This is an optimization exercise on Yosys and OpenROAD, whose aim is small area, a short achievable clock period and few clock cycles, not a production implementation. RTL that was checked went through simulation tests only; none was proved equivalent to the original. Only the layout flow was run in run 1; the RTL was not checked for function there. Power is estimated from default activity; no workload was simulated.

<file path="design/flow/design.v">
module mux2 #(
    parameter N = 32
)(
    input [N-1:0] x,  
    input [N-1:0] y,  
    input sel,  
    output [N-1:0] z  
);
    assign z = (sel == 0) ? x : y;
endmodule
module mux4 #(
    parameter N = 32
)(
    input [N-1:0] v,  
    input [N-1:0] w,  
    input [N-1:0] x,  
    input [N-1:0] y,  
    input [1:0] sel,  
    output reg [N-1:0] z  
);
    always @(v or w or x or y or sel) begin
        case (sel)
            2'b00: z = v;
            2'b01: z = w;
            2'b10: z = x;
            2'b11: z = y;
        endcase
    end
endmodule
module rca #(
    parameter W = 32
)(
    input [W-1:0] x,
    input [W-1:0] y,
    input ci,
    output [W-1:0] s,
    output co
);
    wire [W:0] c;
    assign c[0] = ci;
    genvar i;
    generate
        for (i = 0; i < W; i = i + 1) begin : bit_
            assign s[i] = x[i] ^ y[i] ^ c[i];
            assign c[i+1] = (x[i] & y[i]) | (x[i] & c[i]) | (y[i] & c[i]);
        end
    endgenerate
    assign co = c[W];
endmodule
module csa #(
    parameter W = 32
)(
    input [W-1:0] x,
    input [W-1:0] y,
    input [W-1:0] z,
    output [W-1:0] s,
    output [W-1:0] c
);
    assign s = x ^ y ^ z;
    assign c = {(x[W-2:0] & y[W-2:0]) | (x[W-2:0] & z[W-2:0]) | (y[W-2:0] & z[W-2:0]), 1'b0};
endmodule
module registers (
    input clk,
    input rst,  
    input [3:0] ra,
    input [3:0] rb,
    input we,
    input [3:0] wa,
    input be_mid,  
    input be_hi,   
    input [31:0] wd,
    input [31:0] fz,  
    input fa,         
    input fb,         
    output [31:0] va,
    output [31:0] vb
);
    reg [31:0] regs [1:15];
    reg [15:1] valid;
    wire [15:0] vld = {valid, 1'b0};
    reg [31:0] va_r, vb_r;
    integer j;
    always @(*) begin
        va_r = fz & {32{fa}};
        vb_r = fz & {32{fb}};
        for (j = 1; j < 16; j = j + 1) begin
            va_r = va_r | (regs[j] & {32{vld[j] && ra == j && !fa}});
            vb_r = vb_r | (regs[j] & {32{vld[j] && rb == j && !fb}});
        end
    end
    assign va = va_r;
    assign vb = vb_r;
    always @(posedge clk or negedge rst) begin
        if (rst == 1'b0)
            valid <= 0;
        else if (we && wa != 0)
            valid[wa] <= 1'b1;
    end
    integer i;
    always @(posedge clk) begin
        for (i = 1; i < 16; i = i + 1) begin
            if (we && wa == i) begin
                regs[i][7:0] <= wd[7:0];
                if (be_mid || !valid[i]) regs[i][15:8] <= wd[15:8];
                if (be_hi || !valid[i]) regs[i][31:16] <= wd[31:16];
            end
        end
    end
endmodule
module cpu(
    input clk,
    input rst,  
    output [9:0] imem_addr,    
    input [31:0] imem_rdata,   
    output [11:0] dmem_addr,   
    output [31:0] dmem_wdata,  
    output [3:0] dmem_wmask,   
    output dmem_we,            
    input [31:0] dmem_rdata,   
    output reg is_halted
);
    reg [9:0] pc;      
    reg [9:0] pcn;     
    reg [31:0] ir;     
    reg ir_v;          
    reg [31:0] z;      
    reg [31:0] hi;
    reg busy;          
    reg [4:0] cnt;     
    reg w_we;          
    reg w_ld;          
    reg w_jal;         
    reg w_st;          
    reg w_half;        
    reg w_word;        
    reg [3:0] w_d;
    reg [31:0] sd;     
    reg half_on, word_on;  
    wire [5:0] op = ir[31:26];
    wire [3:0] mode = op[4:1];
    wire is_mov = (op[5:1] == 5'b00000);
    wire is_mem = (op[5:3] == 3'b011);
    wire is_alu = !op[5] && !is_mov && !is_mem;
    wire is_ld = is_mem && !op[0];
    wire is_st = is_mem && op[0];
    wire is_beq = (op == 6'h20);
    wire is_bne = (op == 6'h21);
    wire is_br = is_beq || is_bne;
    wire is_j = (op == 6'h22) || (op == 6'h23);
    wire is_jal = (op == 6'h24);
    wire is_mfhi = (op == 6'h25);
    wire is_halt = op[5] && (op[4] || op[3] || (op[2] && op[1]));
    wire is_mul = is_alu && (mode == 4'd3);
    wire is_div = is_alu && (mode == 4'd4);
    wire is_sll = is_alu && (mode == 4'd9);
    wire use_imm = (is_alu && op[0]) || is_mem;
    wire r_fmt = is_alu && !op[0];
    wire [3:0] ra = ir[21:18];
    wire [3:0] rb = r_fmt ? ir[17:14] : ir[25:22];
    wire [3:0] rd = ir[25:22];
    wire use_a = is_alu || is_mem || is_br;
    wire use_b = r_fmt || is_st || is_br;
    wire wr_d = is_alu || is_mov || is_ld || is_mfhi;
    wire [31:0] ldm = dmem_rdata & {{16{w_word}}, {8{w_half}}, 8'hff};
    wire [31:0] wd = w_ld ? ldm : (w_jal ? sd : z);
    wire [31:0] rfa, rfb;
    wire fwd_ok = w_we && !w_ld && !w_jal;
    wire fwd_a = fwd_ok && w_d == ra;
    wire fwd_b = fwd_ok && w_d == rb;
    registers registers(
        .clk(clk), .rst(rst),
        .ra(ra), .rb(rb),
        .we(w_we), .wa(w_d),
        .be_mid(!w_ld || w_half), .be_hi(!w_ld || w_word),
        .wd(wd),
        .fz(z), .fa(fwd_a), .fb(fwd_b),
        .va(rfa), .vb(rfb));
    wire [31:0] a = rfa;
    wire [31:0] b = rfb;
    wire lu = w_we && (w_ld || w_jal) &&
              ((use_a && w_d == ra) || (use_b && w_d == rb));
    wire [31:0] y = use_imm ? {14'b0, ir[17:0]} : b;
    wire y_big = (y[31:5] != 0);
    wire y_zero = (y == 0);
    wire busy_div = busy && is_div;
    wire sub = !(is_mem || mode == 4'd1);
    wire [32:0] opa = busy_div ? {hi, a[cnt]} : {1'b0, a};
    wire [32:0] opb = {1'b0, y} ^ {33{sub}};
    wire [32:0] as;
    wire as_co;
    rca #(33) addsub(.x(opa), .y(opb), .ci(sub), .s(as), .co(as_co));
    wire lt = !as_co;                   
    reg [5:0] by, bx;
    reg [2:0] ny;
    integer k;
    always @(*) begin
        by = 0;
        bx = 0;
        ny = 0;
        for (k = 0; k < 32; k = k + 1) begin
            if (y[k]) by = k + 1;
            if (a[k]) bx = k + 1;
        end
        for (k = 0; k < 8; k = k + 1)
            if (y[4*k +: 4] != 0) ny = k;
    end
    wire [5:0] dn = bx - by + 6'd1;    
    reg [31:0] ar;
    integer m;
    always @(*)
        for (m = 0; m < 32; m = m + 1)
            ar[m] = a[31-m];
    wire [31:0] sh_in = is_sll ? ar : a;
    wire [5:0] sh_n = is_div ? dn : {y_big, y[4:0]};
    wire [31:0] sh = sh_n[5] ? 32'b0 : (sh_in >> sh_n[4:0]);
    reg [31:0] shr;
    always @(*)
        for (m = 0; m < 32; m = m + 1)
            shr[m] = sh[31-m];
    wire [31:0] xr = a ^ y;
    wire eq = (xr == 0);
    wire taken = is_beq ? eq : !eq;
    reg [31:0] res;
    always @(*) begin
        case (mode)
            4'd5: res = a & y;
            4'd6: res = a | y;
            4'd7: res = xr;
            4'd8: res = ~(a | y);
            4'd9: res = shr;
            4'd10: res = sh;
            4'd11: res = {31'b0, lt};
            default: res = as[31:0];
        endcase
    end
    wire [2:0] di = busy ? cnt[2:0] : ny;
    wire [3:0] dg = y[{di, 2'b00} +: 4];
    wire [36:0] pp0 = {5'b0, a & {32{dg[0]}}};
    wire [36:0] pp1 = {4'b0, a & {32{dg[1]}}, 1'b0};
    wire [36:0] pp2 = {3'b0, a & {32{dg[2]}}, 2'b0};
    wire [36:0] pp3 = {2'b0, a & {32{dg[3]}}, 3'b0};
    wire [36:0] ppz = {1'b0, busy ? z : 32'b0, 4'b0};
    wire [36:0] s1, c1, s2, c2, s3, c3, ml;
    csa #(37) csa1(.x(pp0), .y(pp1), .z(pp2), .s(s1), .c(c1));
    csa #(37) csa2(.x(s1), .y(c1), .z(pp3), .s(s2), .c(c2));
    csa #(37) csa3(.x(s2), .y(c2), .z(ppz), .s(s3), .c(c3));
    wire mco;
    wire [17:0] mh0, mh1;
    rca #(19) mcpl(.x(s3[18:0]), .y(c3[18:0]), .ci(1'b0), .s(ml[18:0]), .co(mco));
    rca #(18) mcph0(.x(s3[36:19]), .y(c3[36:19]), .ci(1'b0), .s(mh0), .co());
    rca #(18) mcph1(.x(s3[36:19]), .y(c3[36:19]), .ci(1'b1), .s(mh1), .co());
    assign ml[36:19] = mco ? mh1 : mh0;
    wire [27:0] mh = busy ? hi[27:0] : 28'b0;
    wire [27:0] mhi;
    rca #(28) minc(.x(mh), .y(28'b0), .ci(1'b1), .s(mhi), .co());
    wire [31:0] mhn = {ml[36] ? mhi : mh, ml[35:32]};
    wire qb = as_co;
    wire [31:0] dr = qb ? as[31:0] : {hi[30:0], a[cnt]};
    wire md = is_mul || is_div;
    wire md_triv = is_mul ? (a == 0 || y_zero) : (y_zero || bx < by);
    wire md_fin = busy ? (cnt == 0) : (md_triv || (is_mul && ny == 0));
    wire e_v = ir_v && !is_halted;
    wire e_go = e_v && !lu;               
    wire e_done = e_go && (!md || md_fin);
    wire redirect = e_done && ((is_beq && taken) || (is_bne && !taken));
    wire [9:0] target = is_beq ? ir[9:0] : pcn;
    wire fetch = !is_halted && (e_done || !ir_v);
    wire [5:0] fop = imem_rdata[31:26];
    wire f_jmp = (fop == 6'h22) || (fop == 6'h23) || (fop == 6'h24);
    wire f_bne = (fop == 6'h21);
    wire [9:0] pc4 = pc + 10'd4;
    assign imem_addr = pc;
    assign dmem_addr = z[11:0];
    assign dmem_wdata = sd;
    assign dmem_wmask = {~word_on, ~word_on, ~half_on, 1'b1};
    assign dmem_we = w_st;
    always @(posedge clk or negedge rst) begin
        if (rst == 1'b0) begin
            pc <= 0;
            ir_v <= 0;
            is_halted <= 0;
        end
        else begin
            if (e_v && is_halt)
                is_halted <= 1;
            if (redirect) begin
                pc <= target;
                ir_v <= 0;
            end
            else if (fetch) begin
                pc <= f_bne ? imem_rdata[9:0] : (f_jmp ? imem_rdata[23:14] : pc4);
                ir_v <= 1;
            end
        end
    end
    always @(posedge clk) begin
        if (fetch && !redirect) begin
            ir <= imem_rdata;
            pcn <= pc4;
        end
        sd <= is_jal ? {22'b0, pcn} : b;
        w_d <= is_jal ? 4'd15 : rd;
        w_half <= op[2];
        w_word <= op[2] && op[1];
        half_on <= !op[2];
        word_on <= !(op[2] && op[1]);
    end
    always @(posedge clk or negedge rst) begin
        if (rst == 1'b0) begin
            w_we <= 0;
            w_ld <= 0;
            w_jal <= 0;
            w_st <= 0;
        end
        else begin
            w_we <= e_done && ((wr_d && rd != 0) || is_jal);
            w_ld <= e_done && is_ld;
            w_jal <= e_done && is_jal;
            w_st <= e_done && is_st;
        end
    end
    always @(posedge clk or negedge rst) begin
        if (rst == 1'b0) begin
            z <= 0;
            hi <= 0;
            busy <= 0;
            cnt <= 0;
        end
        else if (e_go) begin
            if (is_mul) begin
                if (!busy && md_triv) begin
                    z <= 0;
                    hi <= 0;
                end
                else begin
                    z <= ml[31:0];
                    hi <= mhn;
                    busy <= !md_fin;
                    cnt <= {2'b0, di} - 5'd1;
                end
            end
            else if (is_div) begin
                if (!busy) begin
                    if (y_zero) begin
                        z <= 32'hffffffff;
                        hi <= a;
                    end
                    else if (bx < by) begin
                        z <= 0;
                        hi <= a;
                    end
                    else begin
                        z <= 0;
                        hi <= sh;
                        busy <= 1;
                        cnt <= dn[4:0] - 5'd1;
                    end
                end
                else begin
                    z <= {z[30:0], qb};
                    hi <= dr;
                    busy <= !md_fin;
                    cnt <= cnt - 5'd1;
                end
            end
            else if (is_alu || is_mem)
                z <= res;
            else if (is_br)
                z <= {31'b0, taken};
            else if (is_j || is_jal)
                z <= {20'b0, ir[25:14]};
            else if (is_mfhi)
                z <= hi;
        end
    end
endmodule
</file>
<file path="design/flow/flow/run.sh">
#!/bin/bash
# The standard layout with two changes:
#  - synthesis maps the logic with an area-oriented ABC script (flow/abc.script)
#    in place of ORFS's; everything else in synthesis is the standard flow's own script
#    (synth_recipe.tcl), so the registers are the standard synthesis's;
#  - the input and output ports get buf_4 buffers.
set -euo pipefail
W=$PWD
F=$W/flow
# synth_recipe.tcl, with yosys's abc command wrapped to use flow/abc.script
# and no delay target
{
  cat <<TCL
proc abc {args} {
  set i [lsearch -exact \$args -script]
  if {\$i >= 0} { set args [lreplace \$args \$i [expr {\$i + 1}] -script $F/abc.script] }
  set i [lsearch -exact \$args -D]
  if {\$i >= 0} { set args [lreplace \$args \$i [expr {\$i + 1}]] }
  yosys abc {*}\$args
}
TCL
  cat "$W/synth_recipe.tcl"
} > "$W/flow_synth.tcl"
export BUFFER_PORTS_ARGS="-buffer_cell sky130_fd_sc_hd__buf_4"
bash "$W/standard.sh" SYNTH_SCRIPT="$W/flow_synth.tcl" finish > "$W/standard.log" 2>&1
</file>
<file path="design/flow/flow/abc.script">
strash
&get -n
&dch
&nf -p -R 1000
&put
topo
stime -c
upsize -c
dnsize -c
</file>
<file path="design/flow/standard.sh">
#!/bin/bash
# synth_recipe.tcl (not shown) runs the flow's synth.tcl, then flattens the netlist and writes it again
# the make line also repeats each setting of config.mk as NAME=value (left out here)
make -C /OpenROAD-flow-scripts/flow DESIGN_CONFIG=/design/flow/config.mk WORK_HOME=/design/flow/orfs CLKGATE_MAP_FILE= SYNTH_SCRIPT=/design/flow/synth_recipe.tcl "${@:-finish}"
</file>
<file path="design/flow/config.mk">
export PLATFORM = sky130hd
export DESIGN_NAME = cpu
export DESIGN_NICKNAME = cpu
export VERILOG_FILES = /design/flow/design.v
export SDC_FILE = /design/flow/constraint.sdc
export NUM_CORES = 4
export LEC_CHECK = 0
export ABC_AREA = 1
export CAP_MARGIN = 20
export CORE_MARGIN = 2
export CORE_UTILIZATION = 45
export CTS_CLUSTER_DIAMETER = 180
export CTS_CLUSTER_SIZE = 20
export SLEW_MARGIN = 20
</file>
<file path="design/flow/constraint.sdc">
create_clock -name core_clock -period 110.0 [get_ports {clk}]
set_input_delay 22.0000 -clock core_clock [delete_from_list [all_inputs] [get_ports {clk}]]
set_output_delay 22.0000 -clock core_clock [all_outputs]
set_load 0.01 [all_outputs]
</file>
==> impl_metrics.yaml, run 1 <==
timing:
  min_period_ns: 23.45
  fin_skew_ns: 0.05087
  hold_violations: 0
  slew_headroom_pct: 17.57
  rsz0062_at_grt: "no"
  timing.fmax_mhz: 42.65
  final_max_slew_viol_count: 0
  finalCritPeriodShare_pct: 21.31
  hold_slack_ns: 0.5017
  setup_viol: 0
  tightest_slew_ns: 1.237
  setup_tns_ns: 0
cells_and_area:
  area_growth_syn_to_layout_pct: 12.10
  drive_gt1_share_pct: 9.610
  final_common_cell: "edfxtp_1"
  final_cell_mix: "edfxtp_1 (522), nand2_1 (460), nor2_1 (431)"
  fin_nets: 4644
floorplan:
  core-area_um2: 91250
  die_x_um: 306.9
  rows: 111
  ioPinCount: 126
  die_y_um: 306.9
  die_area_um2: 94220
  initial_utilization_pct: 45.26
min_path:
  hold_path_depth: 1
  hp-start: "pcn[4]$_DFFE_PP_"
  hp-class: "flip-flop to flip-flop"
cts:
  clk_path_buf_depth: 3
  root_buffer: "clkbuf_16"
  holdBufCountCts: 0
  tritoncts: "built"
  cts-htree-levels: 2
  clk-insertion-delay-late_ns: 0.63
  cts_resized: 0
  clock_sinks: 663
  cts_buffers: 39
  cts_setup_buffers: 0
  clkTransAtPathRegs_ns: 0.10
synthesis:
  synthArstFlopShare_pct: 15.23
  synth_fp_nets: 4336
  yosys_register_bits: 663
  ys_warn_count: 3
  ys.flop_type: "edfxtp_1"
  synth.distinct_cells: 81
  synth_edf_count: 522
  avgSynthCellArea_um2: 10.35
  syn-cell-area_um2: 41300
  yosysSeqAreaShare_pct: 46.01
  syn-instance-count: 3991
route:
  vias: 38010
  dr.pass1.iters: 10
  postRouteAntennaNets: 0
  viasPerCell: 6.890
  drt_first_iter_violations: 6891
  wirelength_um: 179900
  wl_per_cell_um: 32.61
  drc: 0
run:
  cap_violations: 0
critical_path:
  crit_buf_inv: 1
  cp.depth: 1
  crit_family: "flip-flops"
  cp.arrival_ns: 1.45
  cp_cell_sequence: "buf_4"
  required_ns: 88.00
  cp_slowest_cell: "dfrtp_1"
  reg2reg_depth: 59
  max_stage_delay_ns: 0.62
  endpoint_kind: "output pin"
  cp_max_fo: 6
  rr_startpoint: "ir[27]$_DFFE_PP_"
  worst-setup-path-type: "flip-flop to output pin"
  worstSetupStartpoint: "z[9]$_DFFE_PN0P_"
  startpoint_type: "flip-flop"
global_routing:
  met1_usage_pct: 48.94
  antenna_found_initial: 5
  grt_pass1_wl_um: 255500
  met3_usage_pct: 9.676
  grt_usage_pct: 37.36
  grt_pass1_vias: 36430
  grt_overflow: 0
  grt_max_degree: 65
  met2_usage_pct: 56.20
  grt_busiest_layer: "met2"
place:
  gp_congestion: 1.035
  port_buffers: 124
  dp_hpwl_um: 121300
power_and_ir_drop:
  power.leakage_uw: 0.01679
  peakVddDrop_uv: 17.20
  p_per_area_nw_per_um2: 13.75
status:
  status: "finished clean"
==> layer usage <==
| metal | wire (um) | vias up |
|---|---|---|
| met5 | 0 | - |
| met4 | 11980 | 0 |
| met3 | 23430 | 622 |
| met2 | 77570 | 2871 |
| met1 | 66940 | 18480 |
| li1 | - | 16040 |
==> area by class of cell <==
cell class | count | area [um^2]
clock buffers | 67 | 1102
repair buffers | 283 | 2125
fillers | 8358 | 44950
clock inverters | 4 | 48.80
flip-flops and latches | 663 | 19010
multi-input cells | 3045 | 21520
inverters | 267 | 1002
well taps | 1186 | 1484
diodes | 2 | 5.005
==> where the power goes <==
group / leakage (uW) / switching [uW] / internal (uW)
Clock: 0.000543 / 87.7 / 69.4
Combinational: 0.00992 / 99.1 / 48.6
Sequential: 0.00633 / 25.7 / 306
==> metrics by stage <==
stage / cell area [um^2] / setup WS, ns / total power [uW] / util [%] / std cells
2_1_floorplan: 41300 / 86.61 / 409.2 / - / 3991
3_3_place_gp: 45130 / 86.06 / 477.4 / 49.46 / 5444
3_5_place_dp: 45140 / 86.01 / 478.3 / 49.47 / 5444
4_1_cts: 46290 / 86.56 / 631.0 / 50.73 / 5515
5_1_grt: 46290 / 86.21 / 657.8 / 50.73 / 5515
6_report: 46300 / 86.55 / 636.8 / 50.74 / 5517
==> synthesized netlist by cell type, drive strengths merged, types with 39 or more instances <==
library cell	n	area, um^2
ha	139	1739
o21ai	282	1411
a221o	52	520.5
mux2i	106	1085
a31oi	42	262.8
xnor2	57	499.2
and2	52	327.8
nand4	79	494.2
clkinv	264	991.0
fa	140	2803
nand3	101	505.5
edfxtp	522	15680
a221oi	73	645.6
a22oi	140	1051
a222oi	177	1772
nor2	450	1704
nand2	463	1743
o22ai	39	244.0
a21oi	268	1368
dfxtp	40	800.8
dfrtp	101	2527
==> flip-flops by register name, summed over array words and instances (netlist names), 5 cells and up <==
register	cells
registers.valid	15
cnt	5
hi	32
sd	32
pcn	10
z	32
registers.regs	480
ir	32
pc	10
==> cells by family after synthesis <==
family / count (synthesis) / share of synthesized area (%)
buffers and inverters: 283 / 2.718
DFF: 663 / 46.01
adders and majority gates: 279 / 11.00
xor gates and xnor gates: 75 / 1.591
other: 1 / 0.009080
AOI/OAI and AO/OA: 1239 / 20.96
and+or+nand+nor: 1320 / 14.40
muxes: 131 / 3.317
==> final timing paths <==
path	end	slack (ns)
max	dmem_addr[9]	86.55
min	sd[4]$_DFF_P_	0.50
max reg2reg	z[0]$_DFFE_PN0P_	86.80
min reg2reg	sd[4]$_DFF_P_	0.50
max in group asynchronous	busy$_DFFE_PN0P_	87.18
min in group asynchronous	hi[10]$_DFFE_PN0P_	21.45
==> worst reg2reg max path: cells and delay by family (launching register included) <==
family	cells	cell delay [ns]
AO/OA/AOI/OAI	14	3.27
flip-flops	1	0.63
buffers and inverters	4	1.55
adder cells (fa/ha/maj)	31	14.69
AND/OR/NAND/NOR	7	2.05
XOR/XNOR	1	0.11
multiplexers	2	0.79
==> run 2: changes to the inputs <==
--- a/design/flow/design.v
+++ b/design/flow/design.v
@@ -220,19 +220,18 @@
     wire [31:0] xr = a ^ y;
     wire eq = (xr == 0);
     wire taken = is_beq ? eq : !eq;
-    reg [31:0] res;
-    always @(*) begin
-        case (mode)
-            4'd5: res = a & y;
-            4'd6: res = a | y;
-            4'd7: res = xr;
-            4'd8: res = ~(a | y);
-            4'd9: res = shr;
-            4'd10: res = sh;
-            4'd11: res = {31'b0, lt};
-            default: res = as[31:0];
-        endcase
-    end
+    wire s_and = (mode == 4'd5);
+    wire s_or = (mode == 4'd6);
+    wire s_xor = (mode == 4'd7);
+    wire s_nor = (mode == 4'd8);
+    wire s_sll = (mode == 4'd9);
+    wire s_slr = (mode == 4'd10);
+    wire s_slt = (mode == 4'd11);
+    wire s_as = !(s_and || s_or || s_xor || s_nor || s_sll || s_slr || s_slt);
+    wire [31:0] res = ({32{s_and}} & (a & y)) | ({32{s_or}} & (a | y)) |
+                      ({32{s_xor}} & xr) | ({32{s_nor}} & ~(a | y)) |
+                      ({32{s_sll}} & shr) | ({32{s_slr}} & sh) |
+                      {31'b0, s_slt & lt} | ({32{s_as}} & as[31:0]);
     wire [2:0] di = busy ? cnt[2:0] : ny;
     wire [3:0] dg = y[{di, 2'b00} +: 4];
     wire [36:0] pp0 = {5'b0, a & {32{dg[0]}}};
@@ -319,58 +318,57 @@
             w_st <= e_done && is_st;
         end
     end
+    wire d_triv = y_zero || bx < by;
+    wire m_step = is_mul && !(!busy && md_triv);
+    wire z_en = e_go && !is_mov && !is_halt;
+    wire [31:0] z_n = ({32{is_alu && !md || is_mem}} & res)
+                    | ({32{m_step}} & ml[31:0])
+                    | {32{is_div && !busy && y_zero}}
+                    | ({32{is_div && busy}} & {z[30:0], qb})
+                    | {31'b0, is_br && taken}
+                    | ({32{is_j || is_jal}} & {20'b0, ir[25:14]})
+                    | ({32{is_mfhi}} & hi);
+    wire hi_en = e_go && md;
+    wire [31:0] hi_n = ({32{m_step}} & mhn)
+                     | ({32{is_div && !busy && d_triv}} & a)
+                     | ({32{is_div && !busy && !d_triv}} & sh)
+                     | ({32{is_div && busy}} & dr);
     always @(posedge clk or negedge rst) begin
         if (rst == 1'b0) begin
             z <= 0;
             hi <= 0;
+        end
+        else begin
+            if (z_en)
+                z <= z_n;
+            if (hi_en)
+                hi <= hi_n;
+        end
+    end
+    always @(posedge clk or negedge rst) begin
+        if (rst == 1'b0) begin
             busy <= 0;
             cnt <= 0;
         end
-        else if (e_go) begin
+        else if (e_go && md) begin
             if (is_mul) begin
-                if (!busy && md_triv) begin
-                    z <= 0;
-                    hi <= 0;
-                end
-                else begin
-                    z <= ml[31:0];
-                    hi <= mhn;
+                if (!(!busy && md_triv)) begin
                     busy <= !md_fin;
                     cnt <= {2'b0, di} - 5'd1;
                 end
             end
-            else if (is_div) begin
+            else begin
                 if (!busy) begin
-                    if (y_zero) begin
-                        z <= 32'hffffffff;
-                        hi <= a;
-                    end
-                    else if (bx < by) begin
-                        z <= 0;
-                        hi <= a;
-                    end
-                    else begin
-                        z <= 0;
-                        hi <= sh;
+                    if (!d_triv) begin
                         busy <= 1;
                         cnt <= dn[4:0] - 5'd1;
                     end
                 end
                 else begin
-                    z <= {z[30:0], qb};
-                    hi <= dr;
                     busy <= !md_fin;
                     cnt <= cnt - 5'd1;
                 end
             end
-            else if (is_alu || is_mem)
-                z <= res;
-            else if (is_br)
-                z <= {31'b0, taken};
-            else if (is_j || is_jal)
-                z <= {20'b0, ir[25:14]};
-            else if (is_mfhi)
-                z <= hi;
         end
     end
 endmodule
--- a/design/flow/config.mk
+++ b/design/flow/config.mk
@@ -8,7 +8,7 @@
 export ABC_AREA = 1
 export CAP_MARGIN = 20
 export CORE_MARGIN = 2
-export CORE_UTILIZATION = 45
+export CORE_UTILIZATION = 60
 export CTS_CLUSTER_DIAMETER = 180
 export CTS_CLUSTER_SIZE = 20
 export SLEW_MARGIN = 20
==> impl_metrics.yaml, run 2 <==
cts:
  clk-insertion-delay-late_ns: 0.65
  tritoncts: "built"
  cts-htree-levels: 2
  cts_setup_buffers: 0
  cts_buffers: 40
  clock_sinks: 663
  clkTransAtPathRegs_ns: 0.08
  cts_resized: 0
  holdBufCountCts: 0
  root_buffer: "clkbuf_16"
  clk_path_buf_depth: 3
route:
  postRouteAntennaNets: 0
  wirelength_um: 172400
  vias: 38430
  viasPerCell: 7.457
  dr.pass1.iters: 10
  drt_first_iter_violations: 7887
  wl_per_cell_um: 33.46
  drc: 0
critical_path:
  endpoint_kind: "output pin"
  startpoint_type: "flip-flop"
  reg2reg_depth: 89
  required_ns: 88.00
  cp_max_fo: 7
  crit_buf_inv: 1
  cp_cell_sequence: "buf_4"
  reg2reg_slack_ns: 87.38
  worst-setup-path-type: "flip-flop to output pin"
  reg2reg_to: "hi[21]$_DFFE_PN0P_"
  crit_family: "flip-flops"
  cp_slowest_cell: "dfrtp_1"
  rr_startpoint: "ir[27]$_DFFE_PP_"
  cp.arrival_ns: 1.56
  max_stage_delay_ns: 0.70
cells_and_area:
  largest_reg_flops: 480
  drive_gt1_share_pct: 10.47
  final_cells: 5153
  fin_nets: 4594
  final_cell_mix: "edfxtp_1 (522), nor2_1 (498), nand2_1 (456)"
  top_register: "registers.regs"
  diodes: 0
  area_growth_syn_to_layout_pct: 11.86
  final_common_cell: "edfxtp_1"
synthesis:
  ys_warn_count: 3
  synth_edf_count: 522
  synth.distinct_cells: 86
  ys.flop_type: "edfxtp_1"
  syn-cell-area_um2: 40720
  avgSynthCellArea_um2: 10.39
  synth_area_leaders: "edfxtp_1 (38%), fa_1 (6.9%), dfrtp_1 (6.2%), nor2_1 (4.7%), a222oi_1 (4.6%)"
  yosysSeqAreaShare_pct: 46.67
  yosysMostFrequentCell: "edfxtp_1"
  syn-instance-count: 3918
  synth_commonest_cells: "edfxtp_1 (522), nor2_1 (510), nand2_1 (457)"
  synth_top_area_cell: "edfxtp_1"
  synth_fp_nets: 4264
  synthArstFlopShare_pct: 15.23
  synth_top_area_share_pct: 38.49
  yosys_register_bits: 663
timing:
  slew_headroom_pct: 22.06
  hold_violations: 0
  tightest_slew_ns: 1.160
  rsz0062_at_grt: "no"
  min_period_ns: 23.56
  finalCritPeriodShare_pct: 21.42
  setup_viol: 0
  timing.fmax_mhz: 42.44
  fin_skew_ns: 0.06263
  setup_slack_ns: 86.44
  final_max_slew_viol_count: 0
  setup_tns_ns: 0
min_path:
  hold_path_depth: 0
  hp-class: "flip-flop to flip-flop"
  hp-start: "pc[1]$_DFFE_PN0P_"
  hold_end: "pcn[1]$_DFFE_PP_"
place:
  dp_slack_ns: 86.08
  port_buffers: 124
  gp_congestion: 1.046
  placed_cells: 5077
  dp_hpwl_um: 114800
floorplan:
  initial_utilization_pct: 60.63
  die_x_um: 264.5
  core-area_um2: 67160
  die_area_um2: 69970
  rows: 95
  ioPinCount: 126
  die_y_um: 264.5
power_and_ir_drop:
  power.leakage_uw: 0.01660
  power_uw: 634.8
  p_per_area_nw_per_um2: 13.94
  peakVddDrop_uv: 18.93
global_routing:
  grt_pass1_vias: 36450
  grt_usage_pct: 48.36
  grt_pass1_wl_um: 245600
  antenna_found_initial: 4
  grt_overflow: 0
  grt_max_degree: 79
run:
  cap_violations: 0
status:
  status: "finished clean"
## run 2: cell types whose count changed in the layout (fill, tap and decap cells not counted), moves of 16 or more
cell	change
mux2i_1	-18
mux2_1	-16
o311ai_0	-19
nand2b_1	-16
nor2_1	+67
buf_4	+20
o22ai_1	-16
a31oi_1	-24
clkinv_1	-29
a21oi_1	-23
nand3_1	-23
a221o_1	+16
o21ai_0	+17
## run 2: worst max path at each step
stage	start	endpoint	cells after the start
after CTS	z[1]$_DFFE_PN0P_	dmem_addr[1]	1
after detailed placement	imem_rdata[30]	pc[1]$_DFFE_PN0P_	5
after global placement	imem_rdata[30]	pc[1]$_DFFE_PN0P_	5
after floorplan	imem_rdata[30]	pc[0]$_DFFE_PN0P_	4
after global routing	ir[27]$_DFFE_PP_	hi[21]$_DFFE_PN0P_	89
final	z[1]$_DFFE_PN0P_	dmem_addr[1]	1
## run 2: cell families after synthesis
| kind of cell | synth area share, % |
|---|---|
| simple gates | 14.52 |
| mux | 2.452 |
| buf+inv | 2.544 |
| other cells | 0.009209 |
| xor+xnor | 1.570 |
| fa+ha+maj | 11.18 |
| compound gates | 21.05 |
| flops | 46.67 |
## run 2: power breakdown
group / total [uW] / internal [uW] / switching, uW
clock network: 164 / 73.5 / 90.5
logic: 136 / 45.3 / 90.5
registers: 335 / 306 / 28.6
## run 2: layer usage
metal	up-vias	GRT usage [%]	part of all wire, %
met5	-	0	0.015
met4	4	32.66	8.3
met3	957	16.98	16
met2	3614	70.59	42
met1	18050	60.79	34
li1	15800	-	-
## run 2: final cells by class
type,count,area (um^2)
Fill cell,5332,21610
Multi-Input combinational cell,2995,21000
Sequential cell,663,19010
Timing Repair Buffer,304,2282
Clock buffer,68,1106
Tap cell,873,1092
Inverter,244,915.9
Clock inverter,6,146.4
## run 2: per-stage QoR
stage / utilization, % / cell area (um^2) / hold slack [ns]
CTS: 67.78 / 45520 / 0.4944
floorplan: - / 40720 / 0.4407
global placement: 65.92 / 44270 / 0.4773
global route: 67.82 / 45550 / 0.5061
detailed placement: 65.92 / 44270 / 0.4725
finish: 67.82 / 45550 / 0.4911
Testbench counts of run 2, summed over its fixed seeds: cycles 56,928.
==> run 3: changes to the inputs <==
--- a/design/flow/config.mk
+++ b/design/flow/config.mk
@@ -8,7 +8,7 @@
 export ABC_AREA = 1
 export CAP_MARGIN = 20
 export CORE_MARGIN = 2
-export CORE_UTILIZATION = 60
+export CORE_UTILIZATION = 45
 export CTS_CLUSTER_DIAMETER = 180
 export CTS_CLUSTER_SIZE = 20
 export SLEW_MARGIN = 20
==> impl_metrics.yaml, run 3 <==
timing:
  rsz0062_at_grt: "no"
  timing.fmax_mhz: 42.42
  setup_viol: 0
  min_period_ns: 23.57
  hold_violations: 0
  hold_slack_ns: 0.5017
  final_max_slew_viol_count: 0
  setup_tns_ns: 0
  fin_skew_ns: 0.04974
  slew_headroom_pct: 14.58
  tightest_slew_ns: 1.270
  finalCritPeriodShare_pct: 21.43
route:
  postRouteAntennaNets: 0
  drt_first_iter_violations: 6692
  drc: 0
  wl_per_cell_um: 32.80
  viasPerCell: 6.904
  wirelength_um: 178600
  dr.pass1.iters: 10
  vias: 37600
critical_path:
  crit_family: "flip-flops"
  worst-setup-path-type: "flip-flop to output pin"
  endpoint_kind: "output pin"
  crit_buf_inv: 1
  startpoint_type: "flip-flop"
  reg2reg_slack_ns: 87.26
  cp_max_fo: 7
  cp_cell_sequence: "buf_4"
  required_ns: 88.00
  max_stage_delay_ns: 0.74
  reg2reg_depth: 88
  worstSetupStartpoint: "z[3]$_DFFE_PN0P_"
  cp.arrival_ns: 1.57
  reg2reg_to: "hi[21]$_DFFE_PN0P_"
  cp_slowest_cell: "dfrtp_1"
  rr_startpoint: "ir[27]$_DFFE_PP_"
floorplan:
  rows: 110
  die_x_um: 304.8
  initial_utilization_pct: 45.31
  ioPinCount: 126
  core-area_um2: 89870
  die_area_um2: 92910
  die_y_um: 304.8
place:
  placed_cells: 5371
  place_area_um2: 44660
  gp_congestion: 1.021
  dp_hpwl_um: 121200
  port_buffers: 124
min_path:
  hp-start: "pc[1]$_DFFE_PN0P_"
  hp-class: "flip-flop to flip-flop"
  hold_end: "pcn[1]$_DFFE_PP_"
  hold_path_depth: 0
cells_and_area:
  fin_nets: 4582
  drive_gt1_share_pct: 10.36
  final_common_cell: "edfxtp_1"
  area_growth_syn_to_layout_pct: 12.60
  final_area_um2: 45850
  final_cell_mix: "edfxtp_1 (522), nor2_1 (498), nand2_1 (456)"
  largest_reg_flops: 480
  top_register: "registers.regs"
  final_cells: 5446
power_and_ir_drop:
  pwr-share-comb_pct: 22.1
  p_seq_share_pct: 52.9
  netSwitchingFraction_pct: 33.17
  power_frac_clock_pct: 25.1
  power_switching_uw: 209.0
  p_per_area_nw_per_um2: 13.74
  power_uw: 630.0
  peakVddDrop_uv: 13.06
  internal_power_uw: 421.0
  power.leakage_uw: 0.01651
cts:
  clk-insertion-delay-late_ns: 0.64
  cts_buffers: 39
  clock_sinks: 663
  root_buffer: "clkbuf_16"
  cts_setup_buffers: 0
  holdBufCountCts: 0
  cts_resized: 0
  clkTransAtPathRegs_ns: 0.10
  cts-htree-levels: 2
  tritoncts: "built"
  clk_path_buf_depth: 3
synthesis:
  synthArstFlopShare_pct: 15.23
  synth_top_area_cell: "edfxtp_1"
  synth_top_area_share_pct: 38.49
  synth_edf_count: 522
  avgSynthCellArea_um2: 10.39
  syn-cell-area_um2: 40720
  synth_area_leaders: "edfxtp_1 (38%), fa_1 (6.9%), dfrtp_1 (6.2%), nor2_1 (4.7%), a222oi_1 (4.6%)"
  yosysSeqAreaShare_pct: 46.67
  ys_warn_count: 3
  yosys_register_bits: 663
  yosysMostFrequentCell: "edfxtp_1"
  syn-instance-count: 3918
  synth_fp_nets: 4264
  synth.distinct_cells: 86
  ys.flop_type: "edfxtp_1"
  synth_commonest_cells: "edfxtp_1 (522), nor2_1 (510), nand2_1 (457)"
global_routing:
  grt_busiest_layer: "met2"
  grt_usage_pct: 37.50
  grt_pass1_vias: 36100
  grt_max_degree: 78
  met3_usage_pct: 10.26
  grt_overflow: 0
  grt_pass1_wl_um: 254500
  antenna_found_initial: 8
  met1_usage_pct: 48.23
  met2_usage_pct: 56.13
run:
  cap_violations: 0
status:
  status: "finished clean"
==> run 3: per-layer routing <==
metal | vias to the layer above | wire length, um | share of wire, %
li1 | 15770 | - | -
met2 | 2838 | 77030 | 43
met5 | - | 314 | 0.18
met4 | 20 | 12640 | 7.1
met1 | 18280 | 65120 | 36
met3 | 695 | 23510 | 13
==> run 3: kinds of logic after synthesis <==
logic type / count (synthesis) / synth area share (%)
and+or+nand+nor: 1336 / 14.52
AOI/OAI and AO/OA: 1209 / 21.05
DFF: 663 / 46.67
adders and majority gates: 280 / 11.18
buffers and inverters: 260 / 2.544
muxes: 96 / 2.452
xor gates and xnor gates: 73 / 1.570
other: 1 / 0.009209
==> run 3: area by class of cell <==
type                            count  area [um^2]
Antenna cell                        5        12.51
Fill cell                        8208        44020
Sequential cell                   663        19010
Tap cell                         1176         1471
Clock inverter                      4        80.08
Multi-Input combinational cell   2995        21090
Clock buffer                       66         1077
Timing Repair Buffer              293         2200
Inverter                          244        915.9
==> run 3: worst max-delay path by stage <==
stage	slack [ns]	cells past startpoint	to
floorplan	86.58	4	pc[0]$_DFFE_PN0P_
global placement	86.07	5	pc[1]$_DFFE_PN0P_
detailed placement	86.08	5	pc[1]$_DFFE_PN0P_
CTS	86.47	1	dmem_addr[3]
global route	86.03	89	hi[21]$_DFFE_PN0P_
finish	86.43	1	dmem_addr[3]
==> run 3: power by group through the flow <==
| stage | logic (uW) | registers, uW | clock network (uW) |
|---|---|---|---|
| 4_1_cts | 135 | 331 | 157 |
| 3_5_place_dp | 135 | 336 | 0 |
| 6_report | 139 | 333 | 158 |
| 5_1_grt | 151 | 333 | 166 |
| 3_3_place_gp | 134 | 337 | 0 |
| 2_1_floorplan | 76.5 | 324 | 0 |
==> run 3: metrics by stage <==
stage / worst slack, ns / utilization (%)
after global routing: 86.03 / 51.01
final: 86.43 / 51.02
after global placement: 86.07 / 49.68
after CTS: 86.47 / 50.98
after floorplan: 86.58 / -
after detailed placement: 86.08 / 49.70
==> run 4: changes to the inputs <==
--- a/design/flow/design.v
+++ b/design/flow/design.v
@@ -123,6 +123,7 @@
     reg [9:0] pcn;     
     reg [31:0] ir;     
     reg ir_v;          
+    reg ir_pt;         
     reg [31:0] z;      
     reg [31:0] hi;
     reg busy;          
@@ -261,12 +262,17 @@
     wire e_v = ir_v && !is_halted;
     wire e_go = e_v && !lu;               
     wire e_done = e_go && (!md || md_fin);
-    wire redirect = e_done && ((is_beq && taken) || (is_bne && !taken));
-    wire [9:0] target = is_beq ? ir[9:0] : pcn;
+    wire redirect = e_done && is_br && (taken != ir_pt);
+    wire [9:0] target = taken ? ir[9:0] : pcn;
     wire fetch = !is_halted && (e_done || !ir_v);
     wire [5:0] fop = imem_rdata[31:26];
     wire f_jmp = (fop == 6'h22) || (fop == 6'h23) || (fop == 6'h24);
     wire f_bne = (fop == 6'h21);
+    wire f_beq = (fop == 6'h20);
+    wire f_known = e_done && is_alu && mode == 4'd2 && rd != 0 &&
+                   imem_rdata[25:22] == rd && imem_rdata[21:18] == 4'd0;
+    wire res_zero = eq;                
+    wire f_pt = f_bne ? !(f_known && res_zero) : (f_beq && f_known && res_zero);
     wire [9:0] pc4 = pc + 10'd4;
     assign imem_addr = pc;
     assign dmem_addr = z[11:0];
@@ -287,7 +293,7 @@
                 ir_v <= 0;
             end
             else if (fetch) begin
-                pc <= f_bne ? imem_rdata[9:0] : (f_jmp ? imem_rdata[23:14] : pc4);
+                pc <= f_pt ? imem_rdata[9:0] : (f_jmp ? imem_rdata[23:14] : pc4);
                 ir_v <= 1;
             end
         end
@@ -295,6 +301,7 @@
     always @(posedge clk) begin
         if (fetch && !redirect) begin
             ir <= imem_rdata;
+            ir_pt <= f_pt;
             pcn <= pc4;
         end
         sd <= is_jal ? {22'b0, pcn} : b;
--- a/design/flow/config.mk
+++ b/design/flow/config.mk
@@ -6,9 +6,9 @@
 export NUM_CORES = 4
 export LEC_CHECK = 0
 export ABC_AREA = 1
-export CAP_MARGIN = 20
+export CAP_MARGIN = 10
 export CORE_MARGIN = 2
 export CORE_UTILIZATION = 45
 export CTS_CLUSTER_DIAMETER = 180
 export CTS_CLUSTER_SIZE = 20
-export SLEW_MARGIN = 20
+export SLEW_MARGIN = 10
==> impl_metrics.yaml, run 4 <==
cts:
  tritoncts: "built"
  clock_sinks: 664
  clk-insertion-delay-late_ns: 0.63
  cts-htree-levels: 2
  clk_path_buf_depth: 3
  clkTransAtPathRegs_ns: 0.09
  cts_resized: 0
  root_buffer: "clkbuf_16"
  cts_setup_buffers: 0
  holdBufCountCts: 0
  cts_buffers: 39
route:
  viasPerCell: 6.967
  drt_first_iter_violations: 7015
  dr.pass1.iters: 11
  vias: 38120
  postRouteAntennaNets: 0
  drc: 0
  wl_per_cell_um: 33.97
  wirelength_um: 185900
cells_and_area:
  top_register: "registers.regs"
  drive_gt1_share_pct: 10.76
  final_common_cell: "edfxtp_1"
  fin_nets: 4609
  final_cell_mix: "edfxtp_1 (523), nor2_1 (506), nand2_1 (440)"
  fillers: 8274
  post-route-util_pct: 51.09
  largest_reg_flops: 480
  area_growth_syn_to_layout_pct: 12.48
floorplan:
  initial_utilization_pct: 45.43
  ioPinCount: 126
  die_y_um: 305.4
  die_x_um: 305.4
  rows: 110
  core-area_um2: 90010
  die_area_um2: 93290
place:
  gp_congestion: 1.041
  port_buffers: 124
  dp_hpwl_um: 126500
timing:
  slew_headroom_pct: 2.453
  finalCritPeriodShare_pct: 21.71
  rsz0062_at_grt: "no"
  timing.fmax_mhz: 41.88
  setup_viol: 0
  fin_skew_ns: 0.03872
  tightest_slew_ns: 1.459
  final_max_slew_viol_count: 0
  min_period_ns: 23.88
  hold_violations: 0
  setup_tns_ns: 0
critical_path:
  worst-setup-path-type: "primary input to flip-flop"
  startpoint_type: "primary input"
  cp_max_fo: 20
  required_ns: 110.51
  cp.arrival_ns: 24.39
  endpoint_kind: "flip-flop"
synthesis:
  synth_top_area_share_pct: 38.41
  synth.area.mux_share_pct: 2.880
  syn-cell-area_um2: 40890
  synthXorXnorAreaFrac_pct: 1.607
  yosysSeqAreaShare_pct: 46.55
  synth_top_family_by_area: "compound AO/OA/AOI/OAI gates"
  avgSynthCellArea_um2: 10.41
  syn-instance-count: 3926
  ys.flop_type: "edfxtp_1"
  yosys.area_share.simple_pct: 14.39
  synthArstFlopShare_pct: 15.21
  synth_edf_count: 523
  ys_warn_count: 3
  yosys_register_bits: 664
  synth-compound-area-share_pct: 20.83
  yosysMostFrequentCell: "edfxtp_1"
  synth_top_area_cell: "edfxtp_1"
  synth.distinct_cells: 82
  synth_area_leaders: "edfxtp_1 (38%), fa_1 (6.9%), dfrtp_1 (6.2%), nor2_1 (4.8%), a222oi_1 (4.3%)"
  synth-adder-area-share_pct: 11.17
  synth_fp_nets: 4273
  synth_commonest_cells: "edfxtp_1 (523), nor2_1 (519), nand2_1 (440)"
power_and_ir_drop:
  pwr-share-comb_pct: 23.7
  power_frac_clock_pct: 24.5
  netSwitchingFraction_pct: 33.28
  p_per_area_nw_per_um2: 13.91
  power_switching_uw: 212.9
  p_seq_share_pct: 51.8
  internal_power_uw: 426.8
  power.leakage_uw: 0.01654
  peakVddDrop_uv: 13.87
global_routing:
  grt_usage_pct: 38.82
  antenna_found_initial: 7
  grt_pass1_wl_um: 261400
  grt_overflow: 0
  grt_max_degree: 63
  grt_pass1_vias: 35810
min_path:
  hp-class: "flip-flop to flip-flop"
run:
  cap_violations: 0
status:
  status: "finished clean"
-- run 4: metal layers --
metal	GRT usage (%)	vias to the layer above	routed length (um)
li1	-	15830	-
met1	51.65	18570	68600
met2	57.76	3053	79510
met3	9.976	667	25560
met4	21.77	4	12180
met5	0	-	27
-- run 4: layout make-up --
class / count / area, um^2 / share of cell area (%)
antenna: 3 / 7.507 / 0.01632
clock buffer: 68 / 1106 / 2.405
timing repair buffer: 311 / 2335 / 5.077
inverter: 248 / 930.9 / 2.024
tap: 1176 / 1471 / 3.199
clock inverter: 4 / 43.79 / 0.09522
multi-input combinational: 2998 / 21060 / 45.79
sequential: 664 / 19040 / 41.39
-- run 4: worst paths after layout --
check,start,end,slack [ns],cells past startpoint
max reg2reg,ir[27]$_DFFE_PP_,hi[4]$_DFFE_PN0P_,86.88,86
min,pcn[6]$_DFFE_PP_,sd[6]$_DFF_P_,0.50,2
min in group asynchronous,rst,hi[20]$_DFFE_PN0P_,21.42,1
max,imem_rdata[25],pc[0]$_DFFE_PN0P_,86.12,12
min reg2reg,pcn[6]$_DFFE_PP_,sd[6]$_DFF_P_,0.50,2
max in group asynchronous,rst,w_jal$_DFF_PN0_,87.13,2
-- run 4: power by group through the flow --
| stage | combinational [uW] | clock (uW) | sequential [uW] |
|---|---|---|---|
| after floorplan | 78.3 | 0 | 327 |
| after global placement | 145 | 0 | 335 |
| after detailed placement | 146 | 0 | 335 |
| after CTS | 147 | 156 | 330 |
| after global routing | 162 | 165 | 332 |
| final | 152 | 157 | 331 |
-- run 4: kinds of logic after synthesis --
logic type / count (synthesis)
simple gates: 1325
fa+ha+maj: 281
buf+inv: 264
flops: 664
mux: 105
other cells: 1
compound gates: 1211
xor+xnor: 75
-- run 4: stage by stage --
step	hold WS, ns	setup WS, ns	power [uW]	instances	cell area, um^2
after global placement	0.4809	85.56	480.5	5397	44830
final	0.5026	86.12	639.7	5472	45990
after detailed placement	0.4799	85.53	481.3	5397	44830
after floorplan	0.4342	85.95	404.9	3926	40890
after global routing	0.5098	85.79	658.2	5470	45980
after CTS	0.5036	86.14	632.8	5469	45980
-- run 4: critical path, stage by stage --
cell	delay, ns
buf_4	0.11
clkinv_1	0.05
o22ai_1	0.07
a2111o_1	0.39
nor4b_1	0.24
nand4_1	0.14
and4bb_1	0.32
nor2_1	0.05
nand4b_4	0.34
a31oi_1	0.39
o211ai_1	0.15
o21a_1	0.13
Testbench counts of run 4, summed over its fixed seeds: cycles 55,872.
==> run 5: changes to the inputs <==
--- a/design/flow/config.mk
+++ b/design/flow/config.mk
@@ -6,9 +6,9 @@
 export NUM_CORES = 4
 export LEC_CHECK = 0
 export ABC_AREA = 1
-export CAP_MARGIN = 10
+export CAP_MARGIN = 20
 export CORE_MARGIN = 2
 export CORE_UTILIZATION = 45
 export CTS_CLUSTER_DIAMETER = 180
 export CTS_CLUSTER_SIZE = 20
-export SLEW_MARGIN = 10
+export SLEW_MARGIN = 20
==> impl_metrics.yaml, run 5 <==
cts:
  root_buffer: "clkbuf_16"
  holdBufCountCts: 0
  clkTransAtPathRegs_ns: 0.09
  cts-htree-levels: 2
  clock_sinks: 664
  cts_setup_buffers: 0
  cts_buffers: 39
  cts_resized: 0
  clk-insertion-delay-late_ns: 0.63
  clk_path_buf_depth: 3
  tritoncts: "built"
global_routing:
  grt_pass1_vias: 35820
  grt_max_degree: 63
  grt_overflow: 0
  grt_pass1_wl_um: 260800
  grt_usage_pct: 38.76
  antenna_found_initial: 11
run:
  cap_violations: 0
route:
  drt_first_iter_violations: 7160
  postRouteAntennaNets: 0
  wirelength_um: 185600
  viasPerCell: 6.959
  dr.pass1.iters: 10
  drc: 0
  vias: 38070
  wl_per_cell_um: 33.93
power_and_ir_drop:
  p_per_area_nw_per_um2: 13.89
  power_uw: 638.9
  power.leakage_uw: 0.01655
  peakVddDrop_uv: 11.87
synthesis:
  synth_edf_count: 523
  synth_area_leaders: "edfxtp_1 (38%), fa_1 (6.9%), dfrtp_1 (6.2%), nor2_1 (4.8%), a222oi_1 (4.3%)"
  yosysMostFrequentCell: "edfxtp_1"
  synth_top_area_cell: "edfxtp_1"
  syn-cell-area_um2: 40890
  synthArstFlopShare_pct: 15.21
  yosys_register_bits: 664
  synth_fp_nets: 4273
  synth_top_area_share_pct: 38.41
  yosysSeqAreaShare_pct: 46.55
  ys_warn_count: 3
  synth_commonest_cells: "edfxtp_1 (523), nor2_1 (519), nand2_1 (440)"
  synth.distinct_cells: 82
  syn-instance-count: 3926
  avgSynthCellArea_um2: 10.41
  ys.flop_type: "edfxtp_1"
critical_path:
  cp.arrival_ns: 24.43
  worst-setup-path-type: "primary input to flip-flop"
  max_stage_delay_ns: 0.39
  required_ns: 110.49
  startpoint_type: "primary input"
  cp_cell_sequence: "buf_4 -> clkinv_1 -> o22ai_1 -> a2111o_1 -> nor4b_1 -> nand4_1 -> and4bb_1 -> nor2_1 -> nand4b_4 -> a31oi_1 -> o211ai_1 -> o21a_1"
  cp_max_fo: 20
  reg2reg_depth: 84
  endpoint_kind: "flip-flop"
  cp_slowest_cell: "a2111o_1"
cells_and_area:
  final_cell_mix: "edfxtp_1 (523), nor2_1 (506), nand2_1 (440)"
  post-route-util_pct: 51.12
  fin_nets: 4610
  final_common_cell: "edfxtp_1"
  fillers: 8227
  largest_reg_flops: 480
  drive_gt1_share_pct: 10.90
  final_cells: 5470
  top_register: "registers.regs"
  area_growth_syn_to_layout_pct: 12.53
status:
  status: "finished clean"
floorplan:
  rows: 110
  die_y_um: 305.4
  initial_utilization_pct: 45.43
  die_x_um: 305.4
  ioPinCount: 126
  die_area_um2: 93290
  core-area_um2: 90010
timing:
  tightest_slew_ns: 1.248
  timing.fmax_mhz: 41.77
  setup_viol: 0
  min_period_ns: 23.94
  setup_tns_ns: 0
  finalCritPeriodShare_pct: 21.76
  setup_slack_ns: 86.06
  rsz0062_at_grt: "no"
  hold_violations: 0
  final_max_slew_viol_count: 0
  slew_headroom_pct: 16.80
  fin_skew_ns: 0.04802
place:
  port_buffers: 124
  placed_cells: 5397
  gp_congestion: 1.041
  dp_hpwl_um: 126400
  dp_slack_ns: 85.49
min_path:
  hold_path_depth: 0
  hp-class: "flip-flop to flip-flop"
## run 5: cell families (layout without fill, tap and decap cells)
family	Yosys count	in the layout	synth area share [%]
multiplexers	105	105	2.879
XOR/XNOR	75	75	1.607
buffers and inverters	264	631	2.570
AND/OR/NAND/NOR	1325	1325	14.39
AO/OA/AOI/OAI	1211	1211	20.83
adder cells (fa/ha/maj)	281	281	11.17
flip-flops	664	664	46.55
other	1	2	0.009171
## run 5: final timing paths
| path | slack [ns] | start | to |
|---|---|---|---|
| worst max-delay path | 86.06 | imem_rdata[25] | pc[0]$_DFFE_PN0P_ |
| min in group asynchronous | 21.41 | rst | hi[19]$_DFFE_PN0P_ |
| worst min-delay path | 0.50 | pc[1]$_DFFE_PN0P_ | pcn[1]$_DFFE_PP_ |
| worst max register to register | 86.95 | ir[28]$_DFFE_PP_ | hi[4]$_DFFE_PN0P_ |
| worst min register to register | 0.50 | pc[1]$_DFFE_PN0P_ | pcn[1]$_DFFE_PP_ |
| max in group asynchronous | 87.13 | rst | w_jal$_DFF_PN0_ |
## run 5: cell type report
cell class / instances / area (um^2) / share of cell area [%]
Antenna cell: 1 / 2.502 / 0.005439
Clock buffer: 67 / 1102 / 2.396
Clock inverter: 4 / 45.04 / 0.09790
Inverter: 248 / 930.9 / 2.023
Multi-Input combinational cell: 2998 / 21080 / 45.81
Sequential cell: 664 / 19040 / 41.37
Tap cell: 1176 / 1471 / 3.198
Timing Repair Buffer: 312 / 2342 / 5.091
## run 5: through the flow
stage / cell area, um^2 / hold WS (ns)
final: 46010 / 0.5041
after global routing: 46010 / 0.5099
after CTS: 45990 / 0.5048
after detailed placement: 44840 / 0.4799
after global placement: 44830 / 0.4809
after floorplan: 40890 / 0.4342
## run 5: layer usage
metal | track usage, % | vias up | share of wire, %
li1 | - | 15810 | -
met1 | 51.54 | 18540 | 37
met2 | 58.22 | 3081 | 43
met3 | 10.27 | 637 | 14
met4 | 20.19 | 6 | 6.2
met5 | 0 | - | 0.021
## run 5: worst max-delay path: cells and delay by family
| kind | cells | cell delay [ns] |
|---|---|---|
| buf+inv | 2 | 0.16 |
| compound gates | 5 | 1.13 |
| simple gates | 5 | 1.14 |
## run 5: power by group
group          leakage [uW]  internal (uW)  total, uW  switching [uW]
Sequential          0.00632            308        331            23.3
Clock              0.000546           69.4        156            86.2
Combinational       0.00968           49.4        152             102
==> run 6: changes to the inputs <==
--- a/design/flow/design.v
+++ b/design/flow/design.v
@@ -269,10 +269,8 @@
     wire f_jmp = (fop == 6'h22) || (fop == 6'h23) || (fop == 6'h24);
     wire f_bne = (fop == 6'h21);
     wire f_beq = (fop == 6'h20);
-    wire f_known = e_done && is_alu && mode == 4'd2 && rd != 0 &&
-                   imem_rdata[25:22] == rd && imem_rdata[21:18] == 4'd0;
-    wire res_zero = eq;                
-    wire f_pt = f_bne ? !(f_known && res_zero) : (f_beq && f_known && res_zero);
+    wire sub_zero = e_done && is_alu && mode == 4'd2 && eq;
+    wire f_pt = f_bne ? !sub_zero : (f_beq && sub_zero);
     wire [9:0] pc4 = pc + 10'd4;
     assign imem_addr = pc;
     assign dmem_addr = z[11:0];
==> impl_metrics.yaml, run 6 <==
status:
  status: "finished clean"
critical_path:
  crit_family: "flip-flops"
  worstSetupStartpoint: "z[6]$_DFFE_PN0P_"
  endpoint_kind: "output pin"
  max_stage_delay_ns: 0.68
  rr_startpoint: "ir[27]$_DFFE_PP_"
  cp.depth: 1
  cp_slowest_cell: "dfrtp_1"
  crit_buf_inv: 1
  cp_cell_sequence: "buf_4"
  required_ns: 88.00
  cp.arrival_ns: 1.52
  worst-setup-path-type: "flip-flop to output pin"
  reg2reg_slack_ns: 87.36
  startpoint_type: "flip-flop"
  reg2reg_depth: 85
  reg2reg_to: "hi[11]$_DFFE_PN0P_"
  cp_max_fo: 7
cells_and_area:
  final_cell_mix: "edfxtp_1 (523), nor2_1 (486), nand2_1 (403)"
  fillers: 8287
  largest_reg_flops: 480
  drive_gt1_share_pct: 10.78
  final_common_cell: "edfxtp_1"
  fin_nets: 4557
  multi_input_area_um2: 21210
  area_growth_syn_to_layout_pct: 12.51
  top_register: "registers.regs"
  regArea_um2: 19040
synthesis:
  syn-cell-area_um2: 40910
  synth.distinct_cells: 89
  synth_commonest_cells: "edfxtp_1 (523), nor2_1 (497), nand2_1 (403)"
  ys.flop_type: "edfxtp_1"
  syn-instance-count: 3889
  ys_warn_count: 3
  synth_edf_count: 523
  yosys_register_bits: 664
  yosysSeqAreaShare_pct: 46.52
  synthArstFlopShare_pct: 15.21
  synth_area_leaders: "edfxtp_1 (38%), fa_1 (6.9%), dfrtp_1 (6.2%), a222oi_1 (4.9%), nor2_1 (4.6%)"
  synth_fp_nets: 4236
  yosysMostFrequentCell: "edfxtp_1"
  synth_top_area_cell: "edfxtp_1"
  synth_top_area_share_pct: 38.39
  avgSynthCellArea_um2: 10.52
place:
  dp_hpwl_um: 127900
  port_buffers: 124
  gp_congestion: 1.083
power_and_ir_drop:
  p_per_area_nw_per_um2: 13.93
  peakVddDrop_uv: 16.46
  power_switching_uw: 214.9
  internal_power_uw: 426.1
  power_frac_clock_pct: 24.8
  pwr-share-comb_pct: 22.4
  p_seq_share_pct: 52.9
  netSwitchingFraction_pct: 33.52
  power_uw: 641.0
  power.leakage_uw: 0.01634
floorplan:
  core-area_um2: 90010
  die_area_um2: 93350
  die_y_um: 305.5
  ioPinCount: 126
  die_x_um: 305.5
  rows: 110
  initial_utilization_pct: 45.45
min_path:
  hold_path_depth: 0
  hold_end: "pcn[1]$_DFFE_PP_"
  hp-start: "pc[1]$_DFFE_PN0P_"
  hp-class: "flip-flop to flip-flop"
timing:
  rsz0062_at_grt: "no"
  min_period_ns: 23.52
  slew_headroom_pct: 19.48
  fin_skew_ns: 0.05851
  tightest_slew_ns: 1.208
  timing.fmax_mhz: 42.53
  setup_tns_ns: 0
  setup_viol: 0
  final_max_slew_viol_count: 0
  finalCritPeriodShare_pct: 21.38
  hold_violations: 0
cts:
  cts_resized: 0
  tritoncts: "built"
  clk-insertion-delay-late_ns: 0.65
  cts-htree-levels: 2
  holdBufCountCts: 0
  cts_buffers: 39
  clk_path_buf_depth: 3
  cts_setup_buffers: 0
  clkTransAtPathRegs_ns: 0.10
  root_buffer: "clkbuf_16"
  clock_sinks: 664
run:
  cap_violations: 0
route:
  drt_first_iter_violations: 7540
  drc: 0
  viasPerCell: 7.067
  vias: 38310
  dr.pass1.iters: 13
  wirelength_um: 187300
  postRouteAntennaNets: 0
  wl_per_cell_um: 34.56
global_routing:
  antenna_found_initial: 9
  grt_pass1_vias: 36090
  grt_usage_pct: 39.23
  grt_overflow: 0
  grt_max_degree: 70
  grt_pass1_wl_um: 263400
## run 6: cell types whose count changed in the layout (fill, tap and decap cells not counted), sizes merged, moves of 9 or more
cell / before / now
a21oi: 260 / 273
a221oi: 97 / 60
a222oi: 177 / 199
a22o: 22 / 13
a22oi: 122 / 154
a31oi: 21 / 12
buf: 312 / 295
nand2: 441 / 406
nor2: 525 / 501
o211ai: 23 / 44
or2: 3 / 13
## run 6: logic make-up (layout without fill, tap and decap cells)
kind of cell	Yosys count	after routing	share of synthesized area (%)
AO/OA/AOI/OAI	1249	1249	21.66
XOR/XNOR	74	74	1.584
adder cells (fa/ha/maj)	281	281	11.16
buffers and inverters	262	614	2.550
flip-flops	664	664	46.52
multiplexers	99	99	2.651
other	1	5	0.009166
AND/OR/NAND/NOR	1259	1259	13.86
## run 6: how the worst max path moves through the flow
stage,slack [ns],endpoint
2_1_floorplan,86.56,pc[0]$_DFFE_PN0P_
3_3_place_gp,86.34,pc[0]$_DFFE_PN0P_
3_5_place_dp,86.25,pc[0]$_DFFE_PN0P_
4_1_cts,86.53,dmem_addr[6]
5_1_grt,86.34,hi[11]$_DFFE_PN0P_
6_report,86.48,dmem_addr[6]
## run 6: routing by layer
metal / track usage [%] / wire (um) / vias to the layer above
li1: - / - / 15720
met1: 50.72 / 66850 / 18630
met2: 58.97 / 80860 / 3177
met3: 10.68 / 26070 / 776
met4: 23.48 / 13490 / 12
met5: 0.2067 / 78 / -
## run 6: cell type report
class                      count  area share, %
antenna                        4        0.02175
tap                         1176          3.197
clock buffer                  68          2.403
clock inverter                 4        0.09785
multi-input combinational   2963          46.08
sequential                   664          41.36
inverter                     246          2.006
timing repair buffer         296          4.836
## run 6: through the flow
step	instances	setup WS (ns)	hold WS, ns	instance area [um^2]	util (%)
floorplan	3889	86.56	0.4342	40910	-
global placement	5343	86.34	0.4827	44830	49.81
detailed placement	5344	86.25	0.4693	44850	49.82
CTS	5416	86.53	0.4868	46000	51.10
global route	5418	86.34	0.5254	46020	51.13
finish	5421	86.48	0.4949	46030	51.14
## run 6: power groups by stage
stage | combinational, uW | sequential, uW | clock [uW]
detailed placement | 139 | 342 | 0
global placement | 137 | 342 | 0
finish | 143 | 339 | 159
floorplan | 81.2 | 328 | 0
global route | 155 | 339 | 167
CTS | 139 | 336 | 158
Testbench counts of run 6, summed over its fixed seeds: cycles 55,871.
==> run 7: changes to the inputs <==
--- a/design/flow/design.v
+++ b/design/flow/design.v
@@ -136,6 +136,7 @@
     reg w_word;        
     reg [3:0] w_d;
     reg [31:0] sd;     
+    reg [11:0] ma;     
     reg half_on, word_on;  
     wire [5:0] op = ir[31:26];
     wire [3:0] mode = op[4:1];
@@ -273,7 +274,7 @@
     wire f_pt = f_bne ? !sub_zero : (f_beq && sub_zero);
     wire [9:0] pc4 = pc + 10'd4;
     assign imem_addr = pc;
-    assign dmem_addr = z[11:0];
+    assign dmem_addr = ma;
     assign dmem_wdata = sd;
     assign dmem_wmask = {~word_on, ~word_on, ~half_on, 1'b1};
     assign dmem_we = w_st;
@@ -303,6 +304,7 @@
             pcn <= pc4;
         end
         sd <= is_jal ? {22'b0, pcn} : b;
+        ma <= as[11:0];
         w_d <= is_jal ? 4'd15 : rd;
         w_half <= op[2];
         w_word <= op[2] && op[1];
==> impl_metrics.yaml, run 7 <==
timing:
  hold_violations: 0
  finalCritPeriodShare_pct: 21.17
  rsz0062_at_grt: "no"
  setup_viol: 0
  hold_slack_ns: 0.4979
  setup_tns_ns: 0
  min_period_ns: 23.29
  slew_headroom_pct: 28.36
  setup_slack_ns: 86.71
  fin_skew_ns: 0.03006
  tightest_slew_ns: 1.075
  final_max_slew_viol_count: 0
  timing.fmax_mhz: 42.95
synthesis:
  synth_top_area_cell: "edfxtp_1"
  syn-instance-count: 3894
  synth_area_leaders: "edfxtp_1 (38%), fa_1 (6.8%), dfrtp_1 (6.2%), a222oi_1 (4.4%), ha_1 (4.3%)"
  yosysSeqAreaShare_pct: 46.93
  ys_warn_count: 3
  avgSynthCellArea_um2: 10.55
  synth.area.mux_share_pct: 2.846
  yosysMostFrequentCell: "edfxtp_1"
  synth_top_area_share_pct: 38.24
  synth_top_family_by_area: "compound AO/OA/AOI/OAI gates"
  synthArstFlopShare_pct: 14.94
  yosys_register_bits: 676
  syn-cell-area_um2: 41070
  ys.flop_type: "edfxtp_1"
  synth.distinct_cells: 85
  synthXorXnorAreaFrac_pct: 1.599
  synth_edf_count: 523
  yosys.area_share.simple_pct: 13.92
  synth_commonest_cells: "edfxtp_1 (523), nor2_1 (458), nand2_1 (449)"
  synth_fp_nets: 4241
  synth-compound-area-share_pct: 21.14
  synth-adder-area-share_pct: 11.12
cells_and_area:
  final_cell_mix: "edfxtp_1 (523), nor2_1 (453), nand2_1 (448)"
  final_common_cell: "edfxtp_1"
  fillers: 8246
  top_register: "registers.regs"
  drive_gt1_share_pct: 10.38
  fin_nets: 4565
  multi_input_area_um2: 21180
  regArea_um2: 19280
  largest_reg_flops: 480
  area_growth_syn_to_layout_pct: 12.66
route:
  drt_first_iter_violations: 7214
  drc: 0
  dr.pass1.iters: 14
  viasPerCell: 6.960
  highest_layer: "met4"
  vias: 37780
  wirelength_um: 181900
  postRouteAntennaNets: 0
  wl_met3_um: 25950
  wl_met2_um: 78570
  drt-met1-wl_um: 66180
  wl_per_cell_um: 33.51
power_and_ir_drop:
  internal_power_uw: 428.8
  power_switching_uw: 217.2
  power.leakage_uw: 0.01647
  pwr-share-comb_pct: 22.5
  peakVddDrop_uv: 13.28
  netSwitchingFraction_pct: 33.62
  p_seq_share_pct: 52.0
  power_frac_clock_pct: 25.4
  p_per_area_nw_per_um2: 13.96
critical_path:
  max_stage_delay_ns: 0.49
  cp_max_fo: 6
  cp.arrival_ns: 1.29
  endpoint_kind: "output pin"
  crit_buf_inv: 1
  worst-setup-path-type: "flip-flop to output pin"
  crit_family: "flip-flops"
  required_ns: 88.00
  startpoint_type: "flip-flop"
  cp_slowest_cell: "dfrtp_1"
  cp_cell_sequence: "buf_4"
floorplan:
  core-area_um2: 90290
  die_y_um: 306.1
  die_area_um2: 93690
  ioPinCount: 126
  rows: 110
  initial_utilization_pct: 45.49
  die_x_um: 306.1
cts:
  clkTransAtPathRegs_ns: 0.09
  cts-htree-levels: 2
  root_buffer: "clkbuf_16"
  holdBufCountCts: 0
  clock_sinks: 676
  cts_buffers: 40
  tritoncts: "built"
  clk_path_buf_depth: 3
  cts_resized: 0
  cts_setup_buffers: 0
  clk-insertion-delay-late_ns: 0.65
global_routing:
  grt_max_degree: 98
  antenna_found_initial: 2
  grt_pass1_wl_um: 256800
  grt_pass1_vias: 36060
  grt_usage_pct: 37.93
  grt_overflow: 0
place:
  dp_slack_ns: 86.33
  port_buffers: 124
  gp_congestion: 1.003
  dp_hpwl_um: 122800
run:
  cap_violations: 0
status:
  status: "finished clean"
min_path:
  hp-class: "flip-flop to flip-flop"
## run 7: through the flow
stage | utilization, % | power (uW) | instance area [um^2] | instances
after floorplan | - | 403.0 | 41070 | 3894
after detailed placement | 49.88 | 480.6 | 45040 | 5352
after global placement | 49.88 | 479.5 | 45040 | 5352
final | 51.25 | 646.0 | 46270 | 5428
after global routing | 51.24 | 665.3 | 46260 | 5426
after CTS | 51.23 | 640.0 | 46260 | 5426
## run 7: path summary, 6_finish.rpt
| check | cells after the start | slack (ns) | startpoint | end |
|---|---|---|---|---|
| setup / recovery | 1 | 86.71 | pc[2]$_DFFE_PN0P_ | imem_addr[2] |
| max in group asynchronous | 2 | 87.11 | rst | w_ld$_DFF_PN0_ |
| hold reg to reg | 0 | 0.50 | pc[1]$_DFFE_PN0P_ | pcn[1]$_DFFE_PP_ |
| setup reg to reg | 86 | 87.49 | ir[27]$_DFFE_PP_ | hi[14]$_DFFE_PN0P_ |
| min in group asynchronous | 1 | 21.40 | rst | registers.valid[5]$_DFFE_PN0P_ |
| hold / removal | 0 | 0.50 | pc[1]$_DFFE_PN0P_ | pcn[1]$_DFFE_PP_ |
## run 7: cells by family (layout without fill, tap and decap cells)
| group | after synthesis | count (layout) |
|---|---|---|
| fa+ha+maj | 281 | 281 |
| simple gates | 1267 | 1267 |
| compound gates | 1229 | 1229 |
| flops | 676 | 676 |
| xor+xnor | 75 | 75 |
| mux | 102 | 102 |
| buf+inv | 263 | 619 |
| other cells | 1 | 3 |
## run 7: power groups by stage
stage                     combinational (uW)  sequential, uW  clock, uW
after detailed placement                 141             340          0
final                                    146             336        164
after global placement                   140             340          0
after global routing                     155             336        174
after floorplan                         73.4             330          0
after CTS                                142             334        164
## run 7: metal layers
metal,up-vias,GRT usage [%]
li1,15730,-
met1,18400,49.59
met2,3003,57.44
met3,654,10.93
met4,0,19.54
met5,-,0
## run 7: layout make-up
class                           instances  share of cell area [%]
Multi-Input combinational cell       2955                   45.77
Clock inverter                          5                  0.2353
Clock buffer                           69                   2.399
Timing Repair Buffer                  286                   4.640
Antenna cell                            2                 0.01082
Inverter                              259                   2.101
Sequential cell                       676                   41.66
Tap cell                             1176                   3.180
Testbench counts of run 7, summed over its fixed seeds: cycles 55,871.

Check on run 7: ideal ports give 86.715 ns setup slack; a clkbuf_16 on the clock port and buf_2 on the inputs give 86.639 ns; moving port delays by the midpoint clock arrival (0.711 ns) as well gives 86.299 ns.
